This design comes from an exercise in tuning for small area on the open sky130 flow, not from production work.
Function not checked in this run: the RTL went through the layout flow alone.

==> design.v <==
module CordicMachine #(parameter N = 4, parameter FIRST = 0) (
	input [N-1:0] a,
	input [N-1:0] b,
	input ci,
	output [N-1:0] s,
	output co
);
	wire [N:0] c;
	wire [N-1:0] ls;
	assign c[0] = FIRST ? ci : 1'b0;
	genvar j;
	generate for (j = 0; j < N; j = j + 1) begin : bit_
		assign ls[j] = a[j] ^ b[j] ^ c[j];
		assign c[j+1] = (a[j] & b[j]) | (c[j] & (a[j] ^ b[j]));
	end endgenerate
	generate if (FIRST) begin : rip
		assign s = ls;
		assign co = c[N];
	end else begin : inc
		wire [N:0] p;   
		assign p[0] = 1'b1;
		for (j = 0; j < N; j = j + 1) begin : pre
			assign p[j+1] = p[j] & ls[j];
			assign s[j] = ls[j] ^ (ci & p[j]);
		end
		assign co = c[N] | (ci & p[N]);
	end endgenerate
endmodule
module Cordic(
	input clk,
	input [12:0] x_0,
	input [12:0] y_0,
	input [12:0] z_0,
	output [12:0] x_N,
	output [12:0] y_N,
	output [12:0] z_N
);
	wire [12:0] xs0 = x_0, ys0 = y_0;
	wire [12:0] zs0 = z_0;
	wire d0 = zs0[12];   
	wire signed [12:0] xss0 = xs0, yss0 = ys0;
	wire [12:0] xsh0 = xss0 >>> 0, ysh0 = yss0 >>> 0;
	wire [12:0] bx0 = ysh0 ^ {13{~d0}}, by0 = xsh0 ^ {13{d0}};
	wire [12:0] xn0, yn0;
	wire cx0_3;
	CordicMachine #(.N(3), .FIRST(1)) ax0_0 (.a(xs0[2:0]), .b(bx0[2:0]), .ci(~d0), .s(xn0[2:0]), .co(cx0_3));
	wire cx0_6;
	CordicMachine #(.N(3), .FIRST(0)) ax0_1 (.a(xs0[5:3]), .b(bx0[5:3]), .ci(cx0_3), .s(xn0[5:3]), .co(cx0_6));
	wire cx0_9;
	CordicMachine #(.N(3), .FIRST(0)) ax0_2 (.a(xs0[8:6]), .b(bx0[8:6]), .ci(cx0_6), .s(xn0[8:6]), .co(cx0_9));
	wire cx0_13;
	CordicMachine #(.N(4), .FIRST(0)) ax0_3 (.a(xs0[12:9]), .b(bx0[12:9]), .ci(cx0_9), .s(xn0[12:9]), .co(cx0_13));
	wire cy0_3;
	CordicMachine #(.N(3), .FIRST(1)) ay0_0 (.a(ys0[2:0]), .b(by0[2:0]), .ci(d0), .s(yn0[2:0]), .co(cy0_3));
	wire cy0_6;
	CordicMachine #(.N(3), .FIRST(0)) ay0_1 (.a(ys0[5:3]), .b(by0[5:3]), .ci(cy0_3), .s(yn0[5:3]), .co(cy0_6));
	wire cy0_9;
	CordicMachine #(.N(3), .FIRST(0)) ay0_2 (.a(ys0[8:6]), .b(by0[8:6]), .ci(cy0_6), .s(yn0[8:6]), .co(cy0_9));
	wire cy0_13;
	CordicMachine #(.N(4), .FIRST(0)) ay0_3 (.a(ys0[12:9]), .b(by0[12:9]), .ci(cy0_9), .s(yn0[12:9]), .co(cy0_13));
	wire [12:0] zf0;
	wire [12:0] za0 = {~d0, d0, ~d0, d0, d0, ~d0, 1'b1, 1'b0, 1'b0, 1'b0, 1'b0, 1'b0, 1'b0};   
	assign zf0[5:0] = zs0[5:0];
	wire cz0_11;
	CordicMachine #(.N(5), .FIRST(1)) az0_0 (.a(zs0[10:6]), .b(za0[10:6]), .ci(1'b0), .s(zf0[10:6]), .co(cz0_11));
	wire cz0_13;
	CordicMachine #(.N(2), .FIRST(0)) az0_1 (.a(zs0[12:11]), .b(za0[12:11]), .ci(cz0_11), .s(zf0[12:11]), .co(cz0_13));
	localparam [12:0] IM1 = 13'd4, JM1 = 13'd4;   
	localparam [12:0] KM1 = 13'd1856;
	reg [12:0] xr1; reg [12:1] yr1; reg [12:0] zr1;
	always @(posedge clk) begin xr1 <= xn0 ^ IM1; yr1 <= yn0[12:1] ^ JM1[12:1]; zr1 <= zf0[12:0] ^ KM1; end
	wire [12:0] xs1 = xr1 ^ IM1, ys1 = {yr1 ^ JM1[12:1], xs1[0]};   
	wire [12:0] zs1 = zr1 ^ KM1;
	wire d1 = zs1[12];   
	wire signed [12:0] xss1 = xs1, yss1 = ys1;
	wire [12:0] xsh1 = xss1 >>> 1, ysh1 = yss1 >>> 1;
	wire [12:0] bx1 = ysh1 ^ {13{~d1}}, by1 = xsh1 ^ {13{d1}};
	wire [12:0] xn1, yn1;
	wire cx1_4;
	CordicMachine #(.N(4), .FIRST(1)) ax1_0 (.a(xs1[3:0]), .b(bx1[3:0]), .ci(~d1), .s(xn1[3:0]), .co(cx1_4));
	wire cx1_8;
	CordicMachine #(.N(4), .FIRST(0)) ax1_1 (.a(xs1[7:4]), .b(bx1[7:4]), .ci(cx1_4), .s(xn1[7:4]), .co(cx1_8));
	wire cx1_13;
	CordicMachine #(.N(5), .FIRST(0)) ax1_2 (.a(xs1[12:8]), .b(bx1[12:8]), .ci(cx1_8), .s(xn1[12:8]), .co(cx1_13));
	wire cy1_4;
	CordicMachine #(.N(4), .FIRST(1)) ay1_0 (.a(ys1[3:0]), .b(by1[3:0]), .ci(d1), .s(yn1[3:0]), .co(cy1_4));
	wire cy1_8;
	CordicMachine #(.N(4), .FIRST(0)) ay1_1 (.a(ys1[7:4]), .b(by1[7:4]), .ci(cy1_4), .s(yn1[7:4]), .co(cy1_8));
	wire cy1_13;
	CordicMachine #(.N(5), .FIRST(0)) ay1_2 (.a(ys1[12:8]), .b(by1[12:8]), .ci(cy1_8), .s(yn1[12:8]), .co(cy1_13));
	wire [11:0] zf1;
	wire [11:0] za1 = {~d1, d1, d1, ~d1, d1, ~d1, d1, ~d1, ~d1, 1'b1, 1'b0, 1'b0};   
	assign zf1[1:0] = zs1[1:0];
	wire cz1_7;
	CordicMachine #(.N(5), .FIRST(1)) az1_0 (.a(zs1[6:2]), .b(za1[6:2]), .ci(1'b0), .s(zf1[6:2]), .co(cz1_7));
	wire cz1_12;
	CordicMachine #(.N(5), .FIRST(0)) az1_1 (.a(zs1[11:7]), .b(za1[11:7]), .ci(cz1_7), .s(zf1[11:7]), .co(cz1_12));
	localparam [12:0] IM2 = 13'd12, JM2 = 13'd12;   
	localparam [11:0] KM2 = 12'd20;
	reg [12:0] xr2, yr2; reg [11:0] zr2;
	always @(posedge clk) begin xr2 <= xn1 ^ IM2; yr2 <= yn1 ^ JM2; zr2 <= zf1[11:0] ^ KM2; end
	wire [12:0] xs2 = xr2 ^ IM2, ys2 = yr2 ^ JM2;
	wire [11:0] zs2 = zr2 ^ KM2;
	wire d2 = zs2[11];   
	wire signed [12:0] xss2 = xs2, yss2 = ys2;
	wire [12:0] xsh2 = xss2 >>> 2, ysh2 = yss2 >>> 2;
	wire [12:0] bx2 = ysh2 ^ {13{~d2}}, by2 = xsh2 ^ {13{d2}};
	wire [12:0] xn2, yn2;
	wire cx2_4;
	CordicMachine #(.N(4), .FIRST(1)) ax2_0 (.a(xs2[3:0]), .b(bx2[3:0]), .ci(~d2), .s(xn2[3:0]), .co(cx2_4));
	wire cx2_8;
	CordicMachine #(.N(4), .FIRST(0)) ax2_1 (.a(xs2[7:4]), .b(bx2[7:4]), .ci(cx2_4), .s(xn2[7:4]), .co(cx2_8));
	wire cx2_13;
	CordicMachine #(.N(5), .FIRST(0)) ax2_2 (.a(xs2[12:8]), .b(bx2[12:8]), .ci(cx2_8), .s(xn2[12:8]), .co(cx2_13));
	wire cy2_4;
	CordicMachine #(.N(4), .FIRST(1)) ay2_0 (.a(ys2[3:0]), .b(by2[3:0]), .ci(d2), .s(yn2[3:0]), .co(cy2_4));
	wire cy2_8;
	CordicMachine #(.N(4), .FIRST(0)) ay2_1 (.a(ys2[7:4]), .b(by2[7:4]), .ci(cy2_4), .s(yn2[7:4]), .co(cy2_8));
	wire cy2_13;
	CordicMachine #(.N(5), .FIRST(0)) ay2_2 (.a(ys2[12:8]), .b(by2[12:8]), .ci(cy2_8), .s(yn2[12:8]), .co(cy2_13));
	wire [10:0] zf2;
	wire [10:0] za2 = {~d2, d2, d2, d2, ~d2, ~d2, ~d2, ~d2, ~d2, 1'b1, 1'b0};   
	assign zf2[0:0] = zs2[0:0];
	wire cz2_6;
	CordicMachine #(.N(5), .FIRST(1)) az2_0 (.a(zs2[5:1]), .b(za2[5:1]), .ci(1'b0), .s(zf2[5:1]), .co(cz2_6));
	wire cz2_11;
	CordicMachine #(.N(5), .FIRST(0)) az2_1 (.a(zs2[10:6]), .b(za2[10:6]), .ci(cz2_6), .s(zf2[10:6]), .co(cz2_11));
	localparam [12:0] IM3 = 13'd4, JM3 = 13'd4;   
	localparam [10:0] KM3 = 11'd56;
	reg [12:0] xr3, yr3; reg [10:0] zr3;
	always @(posedge clk) begin xr3 <= xn2 ^ IM3; yr3 <= yn2 ^ JM3; zr3 <= zf2[10:0] ^ KM3; end
	wire [12:0] xs3 = xr3 ^ IM3, ys3 = yr3 ^ JM3;
	wire [10:0] zs3 = zr3 ^ KM3;
	wire d3 = zs3[10];   
	wire signed [12:0] xss3 = xs3, yss3 = ys3;
	wire [12:0] xsh3 = xss3 >>> 3, ysh3 = yss3 >>> 3;
	wire [12:0] bx3 = ysh3 ^ {13{~d3}}, by3 = xsh3 ^ {13{d3}};
	wire [12:0] xn3, yn3;
	wire cx3_3;
	CordicMachine #(.N(3), .FIRST(1)) ax3_0 (.a(xs3[2:0]), .b(bx3[2:0]), .ci(~d3), .s(xn3[2:0]), .co(cx3_3));
	wire cx3_6;
	CordicMachine #(.N(3), .FIRST(0)) ax3_1 (.a(xs3[5:3]), .b(bx3[5:3]), .ci(cx3_3), .s(xn3[5:3]), .co(cx3_6));
	wire cx3_10;
	CordicMachine #(.N(4), .FIRST(0)) ax3_2 (.a(xs3[9:6]), .b(bx3[9:6]), .ci(cx3_6), .s(xn3[9:6]), .co(cx3_10));
	wire [12:10] qx3 = xs3[12:10] ^ {3{bx3[12]}};
	wire kx3 = cx3_10 ^ bx3[12];   
	wire [13:10] px3;
	assign px3[10] = 1'b1;
	assign px3[11] = px3[10] & qx3[10];
	assign xn3[10] = xs3[10] ^ (kx3 & px3[10]);
	assign px3[12] = px3[11] & qx3[11];
	assign xn3[11] = xs3[11] ^ (kx3 & px3[11]);
	assign px3[13] = px3[12] & qx3[12];
	assign xn3[12] = xs3[12] ^ (kx3 & px3[12]);
	wire cy3_3;
	CordicMachine #(.N(3), .FIRST(1)) ay3_0 (.a(ys3[2:0]), .b(by3[2:0]), .ci(d3), .s(yn3[2:0]), .co(cy3_3));
	wire cy3_6;
	CordicMachine #(.N(3), .FIRST(0)) ay3_1 (.a(ys3[5:3]), .b(by3[5:3]), .ci(cy3_3), .s(yn3[5:3]), .co(cy3_6));
	wire cy3_10;
	CordicMachine #(.N(4), .FIRST(0)) ay3_2 (.a(ys3[9:6]), .b(by3[9:6]), .ci(cy3_6), .s(yn3[9:6]), .co(cy3_10));
	wire [12:10] qy3 = ys3[12:10] ^ {3{by3[12]}};
	wire ky3 = cy3_10 ^ by3[12];   
	wire [13:10] py3;
	assign py3[10] = 1'b1;
	assign py3[11] = py3[10] & qy3[10];
	assign yn3[10] = ys3[10] ^ (ky3 & py3[10]);
	assign py3[12] = py3[11] & qy3[11];
	assign yn3[11] = ys3[11] ^ (ky3 & py3[11]);
	assign py3[13] = py3[12] & qy3[12];
	assign yn3[12] = ys3[12] ^ (ky3 & py3[12]);
	wire [9:0] zf3;
	wire [9:0] za3 = {~d3, d3, d3, d3, ~d3, ~d3, 1'b1, 1'b0, 1'b0, 1'b0};   
	assign zf3[2:0] = zs3[2:0];
	wire cz3_8;
	CordicMachine #(.N(5), .FIRST(1)) az3_0 (.a(zs3[7:3]), .b(za3[7:3]), .ci(1'b0), .s(zf3[7:3]), .co(cz3_8));
	wire cz3_10;
	CordicMachine #(.N(2), .FIRST(0)) az3_1 (.a(zs3[9:8]), .b(za3[9:8]), .ci(cz3_8), .s(zf3[9:8]), .co(cz3_10));
	localparam [12:0] IM4 = 13'd4, JM4 = 13'd4;   
	localparam [9:0] KM4 = 10'd16;
	reg [12:0] xr4, yr4; reg [9:0] zr4;
	always @(posedge clk) begin xr4 <= xn3 ^ IM4; yr4 <= yn3 ^ JM4; zr4 <= zf3[9:0] ^ KM4; end
	wire [12:0] xs4 = xr4 ^ IM4, ys4 = yr4 ^ JM4;
	wire [9:0] zs4 = zr4 ^ KM4;
	wire d4 = zs4[9];   
	wire signed [12:0] xss4 = xs4, yss4 = ys4;
	wire [12:0] xsh4 = xss4 >>> 4, ysh4 = yss4 >>> 4;
	wire [12:0] bx4 = ysh4 ^ {13{~d4}}, by4 = xsh4 ^ {13{d4}};
	wire [12:0] xn4, yn4;
	wire cx4_4;
	CordicMachine #(.N(4), .FIRST(1)) ax4_0 (.a(xs4[3:0]), .b(bx4[3:0]), .ci(~d4), .s(xn4[3:0]), .co(cx4_4));
	wire cx4_9;
	CordicMachine #(.N(5), .FIRST(0)) ax4_1 (.a(xs4[8:4]), .b(bx4[8:4]), .ci(cx4_4), .s(xn4[8:4]), .co(cx4_9));
	wire [12:9] qx4 = xs4[12:9] ^ {4{bx4[12]}};
	wire kx4 = cx4_9 ^ bx4[12];   
	wire [13:9] px4;
	assign px4[9] = 1'b1;
	assign px4[10] = px4[9] & qx4[9];
	assign xn4[9] = xs4[9] ^ (kx4 & px4[9]);
	assign px4[11] = px4[10] & qx4[10];
	assign xn4[10] = xs4[10] ^ (kx4 & px4[10]);
	assign px4[12] = px4[11] & qx4[11];
	assign xn4[11] = xs4[11] ^ (kx4 & px4[11]);
	assign px4[13] = px4[12] & qx4[12];
	assign xn4[12] = xs4[12] ^ (kx4 & px4[12]);
	wire cy4_4;
	CordicMachine #(.N(4), .FIRST(1)) ay4_0 (.a(ys4[3:0]), .b(by4[3:0]), .ci(d4), .s(yn4[3:0]), .co(cy4_4));
	wire cy4_9;
	CordicMachine #(.N(5), .FIRST(0)) ay4_1 (.a(ys4[8:4]), .b(by4[8:4]), .ci(cy4_4), .s(yn4[8:4]), .co(cy4_9));
	wire [12:9] qy4 = ys4[12:9] ^ {4{by4[12]}};
	wire ky4 = cy4_9 ^ by4[12];   
	wire [13:9] py4;
	assign py4[9] = 1'b1;
	assign py4[10] = py4[9] & qy4[9];
	assign yn4[9] = ys4[9] ^ (ky4 & py4[9]);
	assign py4[11] = py4[10] & qy4[10];
	assign yn4[10] = ys4[10] ^ (ky4 & py4[10]);
	assign py4[12] = py4[11] & qy4[11];
	assign yn4[11] = ys4[11] ^ (ky4 & py4[11]);
	assign py4[13] = py4[12] & qy4[12];
	assign yn4[12] = ys4[12] ^ (ky4 & py4[12]);
	wire [8:0] zf4;
	wire [8:0] za4 = {~d4, d4, d4, d4, ~d4, ~d4, 1'b1, 1'b0, 1'b0};   
	assign zf4[1:0] = zs4[1:0];
	wire cz4_7;
	CordicMachine #(.N(5), .FIRST(1)) az4_0 (.a(zs4[6:2]), .b(za4[6:2]), .ci(1'b0), .s(zf4[6:2]), .co(cz4_7));
	wire cz4_9;
	CordicMachine #(.N(2), .FIRST(0)) az4_1 (.a(zs4[8:7]), .b(za4[8:7]), .ci(cz4_7), .s(zf4[8:7]), .co(cz4_9));
	localparam [12:0] IM5 = 13'd4, JM5 = 13'd4;   
	localparam [8:0] KM5 = 9'd0;
	reg [12:0] xr5, yr5; reg [8:0] zr5;
	always @(posedge clk) begin xr5 <= xn4 ^ IM5; yr5 <= yn4 ^ JM5; zr5 <= zf4[8:0] ^ KM5; end
	wire [12:0] xs5 = xr5 ^ IM5, ys5 = yr5 ^ JM5;
	wire [8:0] zs5 = zr5 ^ KM5;
	wire d5 = zs5[8];   
	wire signed [12:0] xss5 = xs5, yss5 = ys5;
	wire [12:0] xsh5 = xss5 >>> 5, ysh5 = yss5 >>> 5;
	wire [12:0] bx5 = ysh5 ^ {13{~d5}}, by5 = xsh5 ^ {13{d5}};
	wire [12:0] xn5, yn5;
	wire cx5_4;
	CordicMachine #(.N(4), .FIRST(1)) ax5_0 (.a(xs5[3:0]), .b(bx5[3:0]), .ci(~d5), .s(xn5[3:0]), .co(cx5_4));
	wire cx5_8;
	CordicMachine #(.N(4), .FIRST(0)) ax5_1 (.a(xs5[7:4]), .b(bx5[7:4]), .ci(cx5_4), .s(xn5[7:4]), .co(cx5_8));
	wire [12:8] qx5 = xs5[12:8] ^ {5{bx5[12]}};
	wire kx5 = cx5_8 ^ bx5[12];   
	wire [13:8] px5;
	assign px5[8] = 1'b1;
	assign px5[9] = px5[8] & qx5[8];
	assign xn5[8] = xs5[8] ^ (kx5 & px5[8]);
	assign px5[10] = px5[9] & qx5[9];
	assign xn5[9] = xs5[9] ^ (kx5 & px5[9]);
	assign px5[11] = px5[10] & qx5[10];
	assign xn5[10] = xs5[10] ^ (kx5 & px5[10]);
	assign px5[12] = px5[11] & qx5[11];
	assign xn5[11] = xs5[11] ^ (kx5 & px5[11]);
	assign px5[13] = px5[12] & qx5[12];
	assign xn5[12] = xs5[12] ^ (kx5 & px5[12]);
	wire cy5_4;
	CordicMachine #(.N(4), .FIRST(1)) ay5_0 (.a(ys5[3:0]), .b(by5[3:0]), .ci(d5), .s(yn5[3:0]), .co(cy5_4));
	wire cy5_8;
	CordicMachine #(.N(4), .FIRST(0)) ay5_1 (.a(ys5[7:4]), .b(by5[7:4]), .ci(cy5_4), .s(yn5[7:4]), .co(cy5_8));
	wire [12:8] qy5 = ys5[12:8] ^ {5{by5[12]}};
	wire ky5 = cy5_8 ^ by5[12];   
	wire [13:8] py5;
	assign py5[8] = 1'b1;
	assign py5[9] = py5[8] & qy5[8];
	assign yn5[8] = ys5[8] ^ (ky5 & py5[8]);
	assign py5[10] = py5[9] & qy5[9];
	assign yn5[9] = ys5[9] ^ (ky5 & py5[9]);
	assign py5[11] = py5[10] & qy5[10];
	assign yn5[10] = ys5[10] ^ (ky5 & py5[10]);
	assign py5[12] = py5[11] & qy5[11];
	assign yn5[11] = ys5[11] ^ (ky5 & py5[11]);
	assign py5[13] = py5[12] & qy5[12];
	assign yn5[12] = ys5[12] ^ (ky5 & py5[12]);
	wire [7:0] zf5;
	wire [7:0] za5 = {~d5, d5, d5, d5, ~d5, ~d5, 1'b1, 1'b0};   
	assign zf5[0:0] = zs5[0:0];
	wire cz5_6;
	CordicMachine #(.N(5), .FIRST(1)) az5_0 (.a(zs5[5:1]), .b(za5[5:1]), .ci(1'b0), .s(zf5[5:1]), .co(cz5_6));
	wire cz5_8;
	CordicMachine #(.N(2), .FIRST(0)) az5_1 (.a(zs5[7:6]), .b(za5[7:6]), .ci(cz5_6), .s(zf5[7:6]), .co(cz5_8));
	localparam [12:0] IM6 = 13'd4, JM6 = 13'd4;   
	localparam [7:0] KM6 = 8'd0;
	reg [12:0] xr6, yr6; reg [7:0] zr6;
	always @(posedge clk) begin xr6 <= xn5 ^ IM6; yr6 <= yn5 ^ JM6; zr6 <= zf5[7:0] ^ KM6; end
	wire [12:0] xs6 = xr6 ^ IM6, ys6 = yr6 ^ JM6;
	wire [7:0] zs6 = zr6 ^ KM6;
	wire d6 = zs6[7];   
	wire signed [12:0] xss6 = xs6, yss6 = ys6;
	wire [12:0] xsh6 = xss6 >>> 6, ysh6 = yss6 >>> 6;
	wire [12:0] bx6 = ysh6 ^ {13{~d6}}, by6 = xsh6 ^ {13{d6}};
	wire [12:0] xn6, yn6;
	wire cx6_3;
	CordicMachine #(.N(3), .FIRST(1)) ax6_0 (.a(xs6[2:0]), .b(bx6[2:0]), .ci(~d6), .s(xn6[2:0]), .co(cx6_3));
	wire cx6_7;
	CordicMachine #(.N(4), .FIRST(0)) ax6_1 (.a(xs6[6:3]), .b(bx6[6:3]), .ci(cx6_3), .s(xn6[6:3]), .co(cx6_7));
	wire [12:7] qx6 = xs6[12:7] ^ {6{bx6[12]}};
	wire kx6 = cx6_7 ^ bx6[12];   
	wire [13:7] px6;
	assign px6[7] = 1'b1;
	assign px6[8] = px6[7] & qx6[7];
	assign xn6[7] = xs6[7] ^ (kx6 & px6[7]);
	assign px6[9] = px6[8] & qx6[8];
	assign xn6[8] = xs6[8] ^ (kx6 & px6[8]);
	assign px6[10] = px6[9] & qx6[9];
	assign xn6[9] = xs6[9] ^ (kx6 & px6[9]);
	assign px6[11] = px6[10] & qx6[10];
	assign xn6[10] = xs6[10] ^ (kx6 & px6[10]);
	assign px6[12] = px6[11] & qx6[11];
	assign xn6[11] = xs6[11] ^ (kx6 & px6[11]);
	assign px6[13] = px6[12] & qx6[12];
	assign xn6[12] = xs6[12] ^ (kx6 & px6[12]);
	wire cy6_3;
	CordicMachine #(.N(3), .FIRST(1)) ay6_0 (.a(ys6[2:0]), .b(by6[2:0]), .ci(d6), .s(yn6[2:0]), .co(cy6_3));
	wire cy6_7;
	CordicMachine #(.N(4), .FIRST(0)) ay6_1 (.a(ys6[6:3]), .b(by6[6:3]), .ci(cy6_3), .s(yn6[6:3]), .co(cy6_7));
	wire [12:7] qy6 = ys6[12:7] ^ {6{by6[12]}};
	wire ky6 = cy6_7 ^ by6[12];   
	wire [13:7] py6;
	assign py6[7] = 1'b1;
	assign py6[8] = py6[7] & qy6[7];
	assign yn6[7] = ys6[7] ^ (ky6 & py6[7]);
	assign py6[9] = py6[8] & qy6[8];
	assign yn6[8] = ys6[8] ^ (ky6 & py6[8]);
	assign py6[10] = py6[9] & qy6[9];
	assign yn6[9] = ys6[9] ^ (ky6 & py6[9]);
	assign py6[11] = py6[10] & qy6[10];
	assign yn6[10] = ys6[10] ^ (ky6 & py6[10]);
	assign py6[12] = py6[11] & qy6[11];
	assign yn6[11] = ys6[11] ^ (ky6 & py6[11]);
	assign py6[13] = py6[12] & qy6[12];
	assign yn6[12] = ys6[12] ^ (ky6 & py6[12]);
	wire [6:0] zf6;
	wire [6:0] za6 = {~d6, d6, d6, d6, ~d6, ~d6, 1'b1};   
	wire cz6_5;
	CordicMachine #(.N(5), .FIRST(1)) az6_0 (.a(zs6[4:0]), .b(za6[4:0]), .ci(1'b0), .s(zf6[4:0]), .co(cz6_5));
	wire cz6_7;
	CordicMachine #(.N(2), .FIRST(0)) az6_1 (.a(zs6[6:5]), .b(za6[6:5]), .ci(cz6_5), .s(zf6[6:5]), .co(cz6_7));
	localparam [12:0] IM7 = 13'd4, JM7 = 13'd4;   
	localparam [6:0] KM7 = 7'd4;
	reg [12:0] xr7, yr7; reg [6:0] zr7;
	always @(posedge clk) begin xr7 <= xn6 ^ IM7; yr7 <= yn6 ^ JM7; zr7 <= zf6[6:0] ^ KM7; end
	wire [12:0] xs7 = xr7 ^ IM7, ys7 = yr7 ^ JM7;
	wire [6:0] zs7 = zr7 ^ KM7;
	wire d7 = zs7[6];   
	wire signed [12:0] xss7 = xs7, yss7 = ys7;
	wire [12:0] xsh7 = xss7 >>> 7, ysh7 = yss7 >>> 7;
	wire [12:0] bx7 = ysh7 ^ {13{~d7}}, by7 = xsh7 ^ {13{d7}};
	wire [12:0] xn7, yn7;
	wire cx7_3;
	CordicMachine #(.N(3), .FIRST(1)) ax7_0 (.a(xs7[2:0]), .b(bx7[2:0]), .ci(~d7), .s(xn7[2:0]), .co(cx7_3));
	wire cx7_6;
	CordicMachine #(.N(3), .FIRST(0)) ax7_1 (.a(xs7[5:3]), .b(bx7[5:3]), .ci(cx7_3), .s(xn7[5:3]), .co(cx7_6));
	wire [12:6] qx7 = xs7[12:6] ^ {7{bx7[12]}};
	wire kx7 = cx7_6 ^ bx7[12];   
	wire [13:6] px7;
	assign px7[6] = 1'b1;
	assign px7[7] = px7[6] & qx7[6];
	assign xn7[6] = xs7[6] ^ (kx7 & px7[6]);
	assign px7[8] = px7[7] & qx7[7];
	assign xn7[7] = xs7[7] ^ (kx7 & px7[7]);
	assign px7[9] = px7[8] & qx7[8];
	assign xn7[8] = xs7[8] ^ (kx7 & px7[8]);
	assign px7[10] = px7[9] & qx7[9];
	assign xn7[9] = xs7[9] ^ (kx7 & px7[9]);
	assign px7[11] = px7[10] & qx7[10];
	assign xn7[10] = xs7[10] ^ (kx7 & px7[10]);
	assign px7[12] = px7[11] & qx7[11];
	assign xn7[11] = xs7[11] ^ (kx7 & px7[11]);
	assign px7[13] = px7[12] & qx7[12];
	assign xn7[12] = xs7[12] ^ (kx7 & px7[12]);
	wire cy7_3;
	CordicMachine #(.N(3), .FIRST(1)) ay7_0 (.a(ys7[2:0]), .b(by7[2:0]), .ci(d7), .s(yn7[2:0]), .co(cy7_3));
	wire cy7_6;
	CordicMachine #(.N(3), .FIRST(0)) ay7_1 (.a(ys7[5:3]), .b(by7[5:3]), .ci(cy7_3), .s(yn7[5:3]), .co(cy7_6));
	wire [12:6] qy7 = ys7[12:6] ^ {7{by7[12]}};
	wire ky7 = cy7_6 ^ by7[12];   
	wire [13:6] py7;
	assign py7[6] = 1'b1;
	assign py7[7] = py7[6] & qy7[6];
	assign yn7[6] = ys7[6] ^ (ky7 & py7[6]);
	assign py7[8] = py7[7] & qy7[7];
	assign yn7[7] = ys7[7] ^ (ky7 & py7[7]);
	assign py7[9] = py7[8] & qy7[8];
	assign yn7[8] = ys7[8] ^ (ky7 & py7[8]);
	assign py7[10] = py7[9] & qy7[9];
	assign yn7[9] = ys7[9] ^ (ky7 & py7[9]);
	assign py7[11] = py7[10] & qy7[10];
	assign yn7[10] = ys7[10] ^ (ky7 & py7[10]);
	assign py7[12] = py7[11] & qy7[11];
	assign yn7[11] = ys7[11] ^ (ky7 & py7[11]);
	assign py7[13] = py7[12] & qy7[12];
	assign yn7[12] = ys7[12] ^ (ky7 & py7[12]);
	wire [5:0] zf7;
	wire [5:0] za7 = {~d7, d7, d7, 1'b1, 1'b0, 1'b0};   
	assign zf7[1:0] = zs7[1:0];
	wire cz7_6;
	CordicMachine #(.N(4), .FIRST(1)) az7_0 (.a(zs7[5:2]), .b(za7[5:2]), .ci(1'b0), .s(zf7[5:2]), .co(cz7_6));
	localparam [12:0] IM8 = 13'd12, JM8 = 13'd12;   
	localparam [5:0] KM8 = 6'd4;
	reg [12:0] xr8, yr8; reg [5:0] zr8;
	always @(posedge clk) begin xr8 <= xn7 ^ IM8; yr8 <= yn7 ^ JM8; zr8 <= zf7[5:0] ^ KM8; end
	wire [12:0] xs8 = xr8 ^ IM8, ys8 = yr8 ^ JM8;
	wire [5:0] zs8 = zr8 ^ KM8;
	wire d8 = zs8[5];   
	wire signed [12:0] xss8 = xs8, yss8 = ys8;
	wire [12:0] xsh8 = xss8 >>> 8, ysh8 = yss8 >>> 8;
	wire [12:0] bx8 = ysh8 ^ {13{~d8}}, by8 = xsh8 ^ {13{d8}};
	wire [12:0] xn8, yn8;
	wire cx8_5;
	CordicMachine #(.N(5), .FIRST(1)) ax8_0 (.a(xs8[4:0]), .b(bx8[4:0]), .ci(~d8), .s(xn8[4:0]), .co(cx8_5));
	wire [12:5] qx8 = xs8[12:5] ^ {8{bx8[12]}};
	wire kx8 = cx8_5 ^ bx8[12];   
	wire [13:5] px8;
	assign px8[5] = 1'b1;
	assign px8[6] = px8[5] & qx8[5];
	assign xn8[5] = xs8[5] ^ (kx8 & px8[5]);
	assign px8[7] = px8[6] & qx8[6];
	assign xn8[6] = xs8[6] ^ (kx8 & px8[6]);
	assign px8[8] = px8[7] & qx8[7];
	assign xn8[7] = xs8[7] ^ (kx8 & px8[7]);
	assign px8[9] = px8[8] & qx8[8];
	assign xn8[8] = xs8[8] ^ (kx8 & px8[8]);
	assign px8[10] = px8[9] & qx8[9];
	assign xn8[9] = xs8[9] ^ (kx8 & px8[9]);
	assign px8[11] = px8[10] & qx8[10];
	assign xn8[10] = xs8[10] ^ (kx8 & px8[10]);
	assign px8[12] = px8[11] & qx8[11];
	assign xn8[11] = xs8[11] ^ (kx8 & px8[11]);
	assign px8[13] = px8[12] & qx8[12];
	assign xn8[12] = xs8[12] ^ (kx8 & px8[12]);
	wire cy8_5;
	CordicMachine #(.N(5), .FIRST(1)) ay8_0 (.a(ys8[4:0]), .b(by8[4:0]), .ci(d8), .s(yn8[4:0]), .co(cy8_5));
	wire [12:5] qy8 = ys8[12:5] ^ {8{by8[12]}};
	wire ky8 = cy8_5 ^ by8[12];   
	wire [13:5] py8;
	assign py8[5] = 1'b1;
	assign py8[6] = py8[5] & qy8[5];
	assign yn8[5] = ys8[5] ^ (ky8 & py8[5]);
	assign py8[7] = py8[6] & qy8[6];
	assign yn8[6] = ys8[6] ^ (ky8 & py8[6]);
	assign py8[8] = py8[7] & qy8[7];
	assign yn8[7] = ys8[7] ^ (ky8 & py8[7]);
	assign py8[9] = py8[8] & qy8[8];
	assign yn8[8] = ys8[8] ^ (ky8 & py8[8]);
	assign py8[10] = py8[9] & qy8[9];
	assign yn8[9] = ys8[9] ^ (ky8 & py8[9]);
	assign py8[11] = py8[10] & qy8[10];
	assign yn8[10] = ys8[10] ^ (ky8 & py8[10]);
	assign py8[12] = py8[11] & qy8[11];
	assign yn8[11] = ys8[11] ^ (ky8 & py8[11]);
	assign py8[13] = py8[12] & qy8[12];
	assign yn8[12] = ys8[12] ^ (ky8 & py8[12]);
	wire [4:0] zf8;
	wire [4:0] za8 = {~d8, d8, d8, 1'b1, 1'b0};   
	assign zf8[0:0] = zs8[0:0];
	wire cz8_5;
	CordicMachine #(.N(4), .FIRST(1)) az8_0 (.a(zs8[4:1]), .b(za8[4:1]), .ci(1'b0), .s(zf8[4:1]), .co(cz8_5));
	localparam [12:0] IM9 = 13'd12, JM9 = 13'd12;   
	localparam [4:0] KM9 = 5'd2;
	reg [12:0] xr9, yr9; reg [4:0] zr9;
	always @(posedge clk) begin xr9 <= xn8 ^ IM9; yr9 <= yn8 ^ JM9; zr9 <= zf8[4:0] ^ KM9; end
	wire [12:0] xs9 = xr9 ^ IM9, ys9 = yr9 ^ JM9;
	wire [4:0] zs9 = zr9 ^ KM9;
	wire d9 = zs9[4];   
	wire signed [12:0] xss9 = xs9, yss9 = ys9;
	wire [12:0] xsh9 = xss9 >>> 9, ysh9 = yss9 >>> 9;
	wire [12:0] bx9 = ysh9 ^ {13{~d9}}, by9 = xsh9 ^ {13{d9}};
	wire [12:0] xn9, yn9;
	wire cx9_4;
	CordicMachine #(.N(4), .FIRST(1)) ax9_0 (.a(xs9[3:0]), .b(bx9[3:0]), .ci(~d9), .s(xn9[3:0]), .co(cx9_4));
	wire [12:4] qx9 = xs9[12:4] ^ {9{bx9[12]}};
	wire kx9 = cx9_4 ^ bx9[12];   
	wire [13:4] px9;
	assign px9[4] = 1'b1;
	assign px9[5] = px9[4] & qx9[4];
	assign xn9[4] = xs9[4] ^ (kx9 & px9[4]);
	assign px9[6] = px9[5] & qx9[5];
	assign xn9[5] = xs9[5] ^ (kx9 & px9[5]);
	assign px9[7] = px9[6] & qx9[6];
	assign xn9[6] = xs9[6] ^ (kx9 & px9[6]);
	assign px9[8] = px9[7] & qx9[7];
	assign xn9[7] = xs9[7] ^ (kx9 & px9[7]);
	assign px9[9] = px9[8] & qx9[8];
	assign xn9[8] = xs9[8] ^ (kx9 & px9[8]);
	assign px9[10] = px9[9] & qx9[9];
	assign xn9[9] = xs9[9] ^ (kx9 & px9[9]);
	assign px9[11] = px9[10] & qx9[10];
	assign xn9[10] = xs9[10] ^ (kx9 & px9[10]);
	assign px9[12] = px9[11] & qx9[11];
	assign xn9[11] = xs9[11] ^ (kx9 & px9[11]);
	assign px9[13] = px9[12] & qx9[12];
	assign xn9[12] = xs9[12] ^ (kx9 & px9[12]);
	wire cy9_4;
	CordicMachine #(.N(4), .FIRST(1)) ay9_0 (.a(ys9[3:0]), .b(by9[3:0]), .ci(d9), .s(yn9[3:0]), .co(cy9_4));
	wire [12:4] qy9 = ys9[12:4] ^ {9{by9[12]}};
	wire ky9 = cy9_4 ^ by9[12];   
	wire [13:4] py9;
	assign py9[4] = 1'b1;
	assign py9[5] = py9[4] & qy9[4];
	assign yn9[4] = ys9[4] ^ (ky9 & py9[4]);
	assign py9[6] = py9[5] & qy9[5];
	assign yn9[5] = ys9[5] ^ (ky9 & py9[5]);
	assign py9[7] = py9[6] & qy9[6];
	assign yn9[6] = ys9[6] ^ (ky9 & py9[6]);
	assign py9[8] = py9[7] & qy9[7];
	assign yn9[7] = ys9[7] ^ (ky9 & py9[7]);
	assign py9[9] = py9[8] & qy9[8];
	assign yn9[8] = ys9[8] ^ (ky9 & py9[8]);
	assign py9[10] = py9[9] & qy9[9];
	assign yn9[9] = ys9[9] ^ (ky9 & py9[9]);
	assign py9[11] = py9[10] & qy9[10];
	assign yn9[10] = ys9[10] ^ (ky9 & py9[10]);
	assign py9[12] = py9[11] & qy9[11];
	assign yn9[11] = ys9[11] ^ (ky9 & py9[11]);
	assign py9[13] = py9[12] & qy9[12];
	assign yn9[12] = ys9[12] ^ (ky9 & py9[12]);
	wire [3:0] zf9;
	wire [3:0] za9 = {~d9, d9, d9, 1'b1};   
	wire cz9_4;
	CordicMachine #(.N(4), .FIRST(1)) az9_0 (.a(zs9[3:0]), .b(za9[3:0]), .ci(1'b0), .s(zf9[3:0]), .co(cz9_4));
	localparam [12:0] IM10 = 13'd0, JM10 = 13'd0;   
	localparam [3:0] KM10 = 4'd0;
	reg [12:0] xr10, yr10; reg [3:0] zr10;
	always @(posedge clk) begin xr10 <= xn9 ^ IM10; yr10 <= yn9 ^ JM10; zr10 <= zf9[3:0] ^ KM10; end
	wire [12:0] xs10 = xr10 ^ IM10, ys10 = yr10 ^ JM10;
	wire [3:0] zs10 = zr10 ^ KM10;
	assign x_N = xs10;
	assign y_N = ys10;
	assign z_N = {{9{zs10[3]}}, zs10};
endmodule
==> flow/run.sh <==
#!/bin/bash
# Standard layout, except: the port buffers that placement inserts use the smallest
# buffer cell, and the buffers synthesis left in the netlist are removed before global
# placement (placement's repair then buffers only where it needs to).
set -euo pipefail
export BUFFER_PORTS_ARGS="-buffer_cell sky130_fd_sc_hd__buf_1"
export PRE_GLOBAL_PLACE_TCL="$PWD/flow/rmbuf.tcl"
bash standard.sh > standard.log 2>&1
==> flow/rmbuf.tcl <==
remove_buffers
==> standard.sh <==
#!/bin/bash
# synth_recipe.tcl (not shown) runs the flow's synth.tcl, then flattens the netlist and writes it again
# the make line also repeats each setting of config.mk as NAME=value (left out here)
make -C /OpenROAD-flow-scripts/flow DESIGN_CONFIG=/design/flow/config.mk WORK_HOME=/design/flow/orfs CLKGATE_MAP_FILE= SYNTH_SCRIPT=/design/flow/synth_recipe.tcl "${@:-finish}"
==> config.mk <==
export PLATFORM = sky130hd
export DESIGN_NAME = Cordic
export DESIGN_NICKNAME = Cordic
export VERILOG_FILES = /design/flow/design.v
export SDC_FILE = /design/flow/constraint.sdc
export NUM_CORES = 4
export LEC_CHECK = 0
export CAP_MARGIN = 20
export CORE_MARGIN = 2
export CORE_UTILIZATION = 40
export CTS_BUF_LIST = sky130_fd_sc_hd__clkbuf_8
export CTS_CLUSTER_DIAMETER = 100
export CTS_CLUSTER_SIZE = 18
export GPL_TIMING_DRIVEN = 0
export SLEW_MARGIN = 20
==> constraint.sdc <==
create_clock -name core_clock -period 3.2 [get_ports {clk}]
set_input_delay 0.6400 -clock core_clock [delete_from_list [all_inputs] [get_ports {clk}]]
set_output_delay 0.6400 -clock core_clock [all_outputs]
set_load 0.01 [all_outputs]
==> summary.md <==
| Metric | Value |
|---|---|
| Period utilisation layout | 0.9779 |
| Crit path kind | register to register |
| Yosys top cell area share | 0.4009 |
| Min-Delay Path Class | primary input to register |
| Yosys Warn Count | 1 |
| GR Util All Layers | 0.1272 |
| Avg Cell Area, Syn | 11.45 µm² |
| Setup violators final | 0 |
| Global-route wire length before repair | 46,650 µm |
| Post-Synthesis Cells | 1,500 |
| Clock root buffer | clkbuf_8 |
| Nets | 1,875 |
| Number of diodes | 0 |
| Ports | 79 |
| Slew margin rel. | 0.3325 |
| Crit path DAT | 3660 ps |
| Main combinational cell family by area after synthesis | adder cells |
| H-tree Lvls | 1 |
| Status | timing/DRC/antenna clean |
| XOR/XNOR Fraction of Synth Area | 0.1956 |
| RSZ-0062 raised after global routing | yes |
| Crit start category | register |
| Post-synth EDFFs | 0 |
| Fraction of layout cells with a size suffix above 1 | 0.1056 |
| GRT overflow | 0 |
| Worst EP required | 3730 ps |
| Detailed-route vias per instance | 4.495 |
| Max Clock Skew | 25.40 ps |
| Simple-gate share of the synthesized area | 0.07101 |
| CTS tree | built |
| CTS Buffer Depth | 3 |
| Area Overhead vs Synth | 10.90% |
| Sequential share of the synthesized area | 0.4009 |
| TritonRoute pass-1 iters | 5 |
| Synthesized cell area | 17,180 µm² |
| Fmax | 0.3196 GHz |
| Die footprint | 44,620 µm² |
| PortBufs | 78 |
| Commonest cells after routing, fill and taps aside | 330 x dfxtp_1, 208 x xnor2_1, 165 x xor2_1 |
| Initial Util | 0.4077 |
| Clock Latency Late Sink | 610 ps |
| Max-Cap Viols | 0 |
| Synth Net Count | 1,769 |
| Post-route DRC violation count | 0 |
| Synth area leaders | dfxtp_1 40%, fa_1 19%, xnor2_1 11%, xor2_1 8.5%, ha_1 4.7% |
| Avg WL per Cell | 12.40 µm |
| Ys async rst share | 0 |
| Synth unique cells | 54 |
| Filler cells | 3,903 |
| Mux share of post-synthesis cell area | 0.01442 |
| Setup slack, reg-to-reg | 70 ps |
| Detailed Route WL | 26,640 µm |
| Final min period | 3129 ps |
| Largest net degree at the start of global routing | 28 |
| Ys flop type | dfxtp_1 |
| Reg clk slew, reported paths | 110 ps |
| Fin util | 0.4521 |
| Number of max-slew violations in the final report | 0 |
| Crit path capture type | register |
| Via count | 9,660 |
| Total clock buffers created by CTS | 23 |
| Dpl cell area | 18,050 µm² |
| Vias in the first global route | 10,180 |
| Worst slew pin tran | 997.9 ps |
| Crit path max fanout | 8 |
| Starting DRT DRC Count | 264 |
| Gpl congestion | 0.8159 |
| DIE WIDTH | 211.2 µm |
| Post-synthesis compound-gate area fraction | 0.03081 |
| Core ar. | 42,130 µm² |
| Commonest non-fill, non-tap cell in the layout | dfxtp_1 |
| Cell Rows | 75 |
| Post-Synth Adder-Cell Area | 0.2389 |
| Number of synthesized register bits | 344 |
| Fin. Hold Viols | 0 |
| Die height | 211.2 µm |
| Initial antenna violation count | 0 |
| Cell taking the most area after synthesis | dfxtp_1 |
| CTS sink cnt | 344 |
| ANT nets after route | 0 |
| Hold-fix buffers, CTS | 0 |
| Final Instance Area | 19,050 µm² |
| Detailed-placement wirelength estimate | 20,650 µm |
## metal layers
metal / vias up / global-route usage / wire [µm]
met5: - / 0 / 0
li1: 4912 / - / -
met1: 4607 / 0.1408 / 10860
met2: 94 / 0.2493 / 14400
met3: 47 / 0.01769 / 709
met4: 0 / 0.03740 / 663
## layout make-up
cell class                      count  area, µm²  share of cell area
Sequential cell                   344       6924              0.3635
Tap cell                          539      674.4             0.03540
Multi-Input combinational cell    948       9768              0.5127
Clock buffer                       24      330.3             0.01734
Clock inverter                      5      31.28            0.001642
Inverter                          159      604.3             0.03172
Timing Repair Buffer              130      718.2             0.03770
## synth_stat cells, drive strengths merged (3+ instances only)
cell / number
a21oi: 14
a22oi: 3
a31oi: 7
a41oi: 3
and2: 5
and3: 17
and3b: 5
and4: 6
buf: 30
clkbuf: 19
dfxtp: 344
fa: 165
ha: 64
inv: 159
mux2: 6
mux2i: 18
nand2: 57
nand2b: 9
nand3: 33
nand4: 8
nand4b: 4
nor2: 36
nor3: 21
nor3b: 3
nor4: 5
o21ai: 35
o22ai: 11
or2: 5
or3: 5
or4: 4
xnor2: 214
xor2: 167
## per-stage QoR
stage	TNS (ps)	std cells	setup WS [ps]	hold slack [ps]
finish	0	2149	70.71	117.9
global route	-190.5	2149	-89.11	61.75
CTS	0	2116	9.360	62.44
detailed placement	-24670	2068	-678.1	314.4
global placement	-57780	2068	-1366	313.7
floorplan	-11.19	1500	-11.19	309.6
## critical path, cell delays in order, from the launching register on
cell and delay, ps:
dfxtp_4 410, buf_4 160, xor2_1 170, fa_2 410
fa_2 370, fa_2 370, fa_2 580, a31oi_4 130
buf_6 150, o22ai_2 160, xor2_1 150
## cell families after synthesis
kind of cell               after synthesis
muxes                                   24
xor gates and xnor gates               381
AOI/OAI and AO/OA                       83
and+or+nand+nor                        231
adders and majority gates              229
DFF                                    344
buffers and inverters                  208
## registers in the layout (all words and copies together), names as in the netlist, 11 cells and up
register / flops
zr1: 13
xr7: 13
zr2: 12
xr6: 13
xr10: 13
yr10: 13
xr3: 13
yr8: 13
yr9: 13
yr6: 13
xr5: 13
yr2: 13
xr1: 13
yr4: 13
yr5: 13
xr4: 13
zr3: 11
yr1: 12
yr3: 13
xr8: 13
xr9: 13
yr7: 13
xr2: 13
## path summary, 6_finish.rpt
path | start | to | depth (start not counted)
setup reg to reg | zr4[9] | yr5[10] | 10
setup / recovery | zr4[9] | yr5[10] | 10
hold reg to reg | zr3[0] | zr4[0] | 0
hold / removal | z_0[1] | zr1[1] | 1
## timing repair
item | 4_1_cts | 5_1_grt
endpoints found under the setup margin | 89 | 61
pin swaps | 2 | 13
setup buffers | 19 | 33
resized for setup | 17 | 50
endpoints found under the hold margin | 0 | 0

-- what the ideal ports hide --
Ports are ideal in the flow. The routed layout listed here was re-timed in OpenROAD. Step 1: set_driving_cell puts a clkbuf_16 on clk and a buf_2 on each other input, an assumption about the parent block. Step 2 also shifts input and output timing later by t, the mid clock arrival at the registers, as if the neighbouring blocks saw the same clock. a / b / c = no drivers / after step 1 / after step 2; a / b = the first two.
t, ns: 0.641
setup slack, ns: 0.071 / 0.071 / -0.279
hold slack, ns: 0.118 / 0.095 / 0.333
worst setup path after step 2: input to register
worst register clock-pin slew, ns: 0.11 / 0.11
Met with ideal ports but missed after step 2: setup timing in this run. For this run, drivers alone change the setup slack by 0.000 ns; drivers and shift together by -0.350 ns.
